Context: an optimization exercise on an open-source flow, tuned for small area. The choices shown serve that exercise and are no tape-out recipe.
In this exercise RTL edits were held to simulation tests only and were not proved equivalent to the original.
Power figures rest on the tool's default switching activity, not on a simulated workload.

// Top
module Top(Rst, Clk, SW, Instr, LED);
input Rst, Clk;
input [2:0] SW;
input [31:0] Instr;
output reg [7:0] LED;
wire ZF, OF;
wire [31:0] tmp;
CPU x4(Rst, Clk, Instr, ZF, OF, tmp);
always @(*)
begin
	case (SW)
		3'b000: LED = tmp[7:0];
		3'b001: LED = tmp[15:8];
		3'b010: LED = tmp[23:16];
		3'b011: LED = tmp[31:24];
		3'b100: LED = {OF, ZF, 6'b000000};
		default: LED = 8'h00;
	endcase
end
endmodule
For scale: about 2,900 cells after synthesis, ~46,000 um^2 of cells after synthesis.
export LEC_CHECK = 0
export CAP_MARGIN = 15
export CORE_MARGIN = 2
export CORE_UTILIZATION = 50
export CTS_BUF_LIST = sky130_fd_sc_hd__clkbuf_4
export CTS_CLUSTER_DIAMETER = 40
export CTS_CLUSTER_SIZE = 10
export PLACE_DENSITY = 0.6
export SETUP_SLACK_MARGIN = 0.0
export SLEW_MARGIN = 15
create_clock -name core_clock -period 14.0 [get_ports {Clk}]
standard.sh (not shown) runs the stock make flow with config.mk's settings and CLKGATE_MAP_FILE= SYNTH_SCRIPT=/design/flow/synth_recipe.tcl, a recipe that flattens the netlist after the stock synthesis.
==> flow/flow/run.sh <==
#!/bin/bash
set -euo pipefail
cd "$(dirname "$0")/.."
rm -rf scripts_own
cp -r "$FLOW_HOME/scripts" scripts_own
cp flow/abc_area.script scripts_own/abc_speed.script
CTS="-sink_clustering_enable -repair_clock_nets -dont_use_dummy_load"
CTS="$CTS -buf_list sky130_fd_sc_hd__clkbuf_4 -sink_clustering_size 10 -sink_clustering_max_diameter 40"
BP="-inputs -outputs -buffer_cell sky130_fd_sc_hd__buf_1"
bash standard.sh SCRIPTS_DIR="$PWD/scripts_own" "CTS_ARGS=$CTS" "BUFFER_PORTS_ARGS=$BP" finish > own_flow.log 2>&1
==> flow/flow/abc_area.script <==
&get -n
&st
&dch -f
&nf -R 1000
&put
The baseline finished clean.
Edit:
==> flow/flow/run.sh (replaced) <==
#!/bin/bash
set -euo pipefail
cd "$(dirname "$0")/.."
rm -rf scripts_own
cp -r "$FLOW_HOME/scripts" scripts_own
cp flow/abc_area.script scripts_own/abc_speed.script
CTS="-sink_clustering_enable -repair_clock_nets -dont_use_dummy_load"
CTS="$CTS -buf_list sky130_fd_sc_hd__clkbuf_4 -sink_clustering_size 8 -sink_clustering_max_diameter 40"
BP="-inputs -outputs -buffer_cell sky130_fd_sc_hd__buf_1"
bash standard.sh SCRIPTS_DIR="$PWD/scripts_own" "CTS_ARGS=$CTS" "BUFFER_PORTS_ARGS=$BP" finish > own_flow.log 2>&1
- CORE_UTILIZATION: 50 -> 55
- CTS_CLUSTER_SIZE: 10 -> 8
- PLACE_DENSITY: 0.6 -> 0.7
- SETUP_SLACK_MARGIN: 0.0 -> 0.1
Outcome: Synthesized area does not change; final area stays flat; worst setup slack degrades by 0.10 ns; clock power stays flat; combinational power hardly moves.
Edit:
==> flow/flow/run.sh (replaced) <==
#!/bin/bash
set -euo pipefail
cd "$(dirname "$0")/.."
rm -rf scripts_own
cp -r "$FLOW_HOME/scripts" scripts_own
cp flow/abc_area.script scripts_own/abc_speed.script
CTS="-sink_clustering_enable -repair_clock_nets -dont_use_dummy_load"
CTS="$CTS -buf_list sky130_fd_sc_hd__clkbuf_4 -sink_clustering_size 10 -sink_clustering_max_diameter 40"
BP="-inputs -outputs -buffer_cell sky130_fd_sc_hd__buf_1"
bash standard.sh SCRIPTS_DIR="$PWD/scripts_own" "CTS_ARGS=$CTS" "BUFFER_PORTS_ARGS=$BP" finish > own_flow.log 2>&1
- CORE_UTILIZATION: 55 -> 52
- CTS_CLUSTER_SIZE: 8 -> 10
- PLACE_DENSITY: 0.7 -> 0.65
- SETUP_SLACK_MARGIN: 0.1 -> 0.0
=> Clock-buffer cell count drops by 10. Maximum frequency drops by 1.0%. Cell count climbs by 1.8%. Cell area hardly moves. Wire length climbs by 0.96%.
Edit:
- CORE_UTILIZATION: 52 -> 55
- PLACE_DENSITY: 0.65 -> 0.7
Count of clock-buffer cells in the layout goes down by 6.
Sequential cell count is unchanged.
Setup slack gets better by 0.13 ns.

---

Top, a different RTL version from the one above (not shown whole).
Size in the first run: about 5,000 cells after synthesis, roughly 45 I/O pins, roughly 55,000 um2 of cells after synthesis.
make LEC_CHECK=0 CAP_MARGIN=20 CORE_MARGIN=2 CORE_UTILIZATION=45 CTS_BUF_LIST=sky130_fd_sc_hd__clkbuf_8 CTS_CLUSTER_DIAMETER=50 CTS_CLUSTER_SIZE=12 PLACE_DENSITY=0.55 SETUP_SLACK_MARGIN=0.2 SLEW_MARGIN=20 finish   # period 14.0 ns
run.sh (not shown) runs the stock make flow with config.mk's settings and CLKGATE_MAP_FILE= SYNTH_SCRIPT=/design/flow/synth_recipe.tcl, a recipe that flattens the netlist after the stock synthesis.
Stock flow here: none of the scripts above is used.
The first run produced a clean layout.
Edit:
==> flow/flow/run.sh (new file) <==
#!/bin/bash
set -euo pipefail
cd "$(dirname "$0")/.."
rm -rf scripts_own
cp -r "$FLOW_HOME/scripts" scripts_own
cp flow/abc_area.script scripts_own/abc_speed.script
CTS="-sink_clustering_enable -repair_clock_nets -dont_use_dummy_load"
CTS="$CTS -buf_list sky130_fd_sc_hd__clkbuf_4 -sink_clustering_size 8 -sink_clustering_max_diameter 40"
BP="-inputs -outputs -buffer_cell sky130_fd_sc_hd__buf_1"
bash standard.sh SCRIPTS_DIR="$PWD/scripts_own" "CTS_ARGS=$CTS" "BUFFER_PORTS_ARGS=$BP" finish > own_flow.log 2>&1
==> flow/flow/abc_area.script (new file) <==
&get -n
&st
&dch -f
&nf -R 1000
&put
==> flow/standard.sh (new file) <==
#!/bin/bash
# synth_recipe.tcl (not shown) runs the flow's synth.tcl, then flattens the netlist and writes it again
# the make line also repeats each setting of config.mk as NAME=value (left out here)
make -C /OpenROAD-flow-scripts/flow DESIGN_CONFIG=/design/flow/config.mk WORK_HOME=/design/flow/orfs CLKGATE_MAP_FILE= SYNTH_SCRIPT=/design/flow/synth_recipe.tcl "${@:-finish}"
==> flow/config.mk (replaced) <==
export PLATFORM = sky130hd
export DESIGN_NAME = Top
export DESIGN_NICKNAME = Top
export VERILOG_FILES = /design/flow/design.v
export SDC_FILE = /design/flow/constraint.sdc
export NUM_CORES = 4
export LEC_CHECK = 0
export CAP_MARGIN = 15
export CORE_MARGIN = 2
export CORE_UTILIZATION = 50
export CTS_BUF_LIST = sky130_fd_sc_hd__clkbuf_4
export CTS_CLUSTER_DIAMETER = 40
export CTS_CLUSTER_SIZE = 8
export PLACE_DENSITY = 0.6
export SETUP_SLACK_MARGIN = 0.1
export SLEW_MARGIN = 15
removed: flow/run.sh
After rerunning:
- worst setup slack improved by 0.13 ns
- flip-flop and latch count stays the same
- clock-buffer cell count came out higher by 30
- core utilization goes up by 4.8 points
- combinational power is lower by 38%
- power fell by 19%
- global-route usage drops by 20 points
- die area decreases by about 24%
Edit:
--- a/flow/config.mk
+++ b/flow/config.mk
@@ -10 +10 @@
-export CORE_UTILIZATION = 50
+export CORE_UTILIZATION = 55
@@ -14 +14 @@
-export PLACE_DENSITY = 0.6
+export PLACE_DENSITY = 0.7
After rerunning: The new run passed the timing, DRC and antenna checks; total power fell by 0.93%; sequential power hardly moves; via count rose by about 1.1%; final cell count fell by about 3%; final area fell by about 0.56%; routed wire length fell by 3.6%; critical path depth fell by 2.

==> afterwards: timing with drivers on the ports <==
The results above use ideal ports. As a check the final layouts listed here were re-extracted and re-timed, cells and wires unchanged.
Step 1 assumes that a clkbuf_16 drives the clock port and a buf_2 every other input.
Step 2 also shifts input and output timing later by t, the mid clock arrival at the registers, as if the neighbouring blocks saw the same clock.
Three values: ideal, step 1, step 2; two values: the first two.
run	t (ns)	slack for setup (ns)	latest minus earliest clock arrival (ns)	slew at the worst register clock pin (ns)	cell pins on the clock port's net
the first run of note 1	1.141	1.043 / 0.970 / 2.111	0.147 / 0.148	0.11 / 0.11	1
the second run of note 1	1.095	0.943 / 0.873 / 1.968	0.162 / 0.163	0.10 / 0.10	1
the third run of note 1	1.143	0.806 / 0.743 / 1.886	0.144 / 0.143	0.11 / 0.11	1
the fourth run of note 1	1.066	0.933 / 0.868 / 1.934	0.163 / 0.162	0.12 / 0.12	1
the first run of note 2	1.028	0.848 / 0.757 / 1.786	0.081 / 0.081	0.09 / 0.09	1
the second run of note 2	1.142	0.982 / 0.919 / 2.061	0.133 / 0.132	0.10 / 0.10	1
the third run of note 2	1.080	0.607 / 0.539 / 1.620	0.135 / 0.135	0.10 / 0.10	1
After both steps every run listed still meets setup and hold.
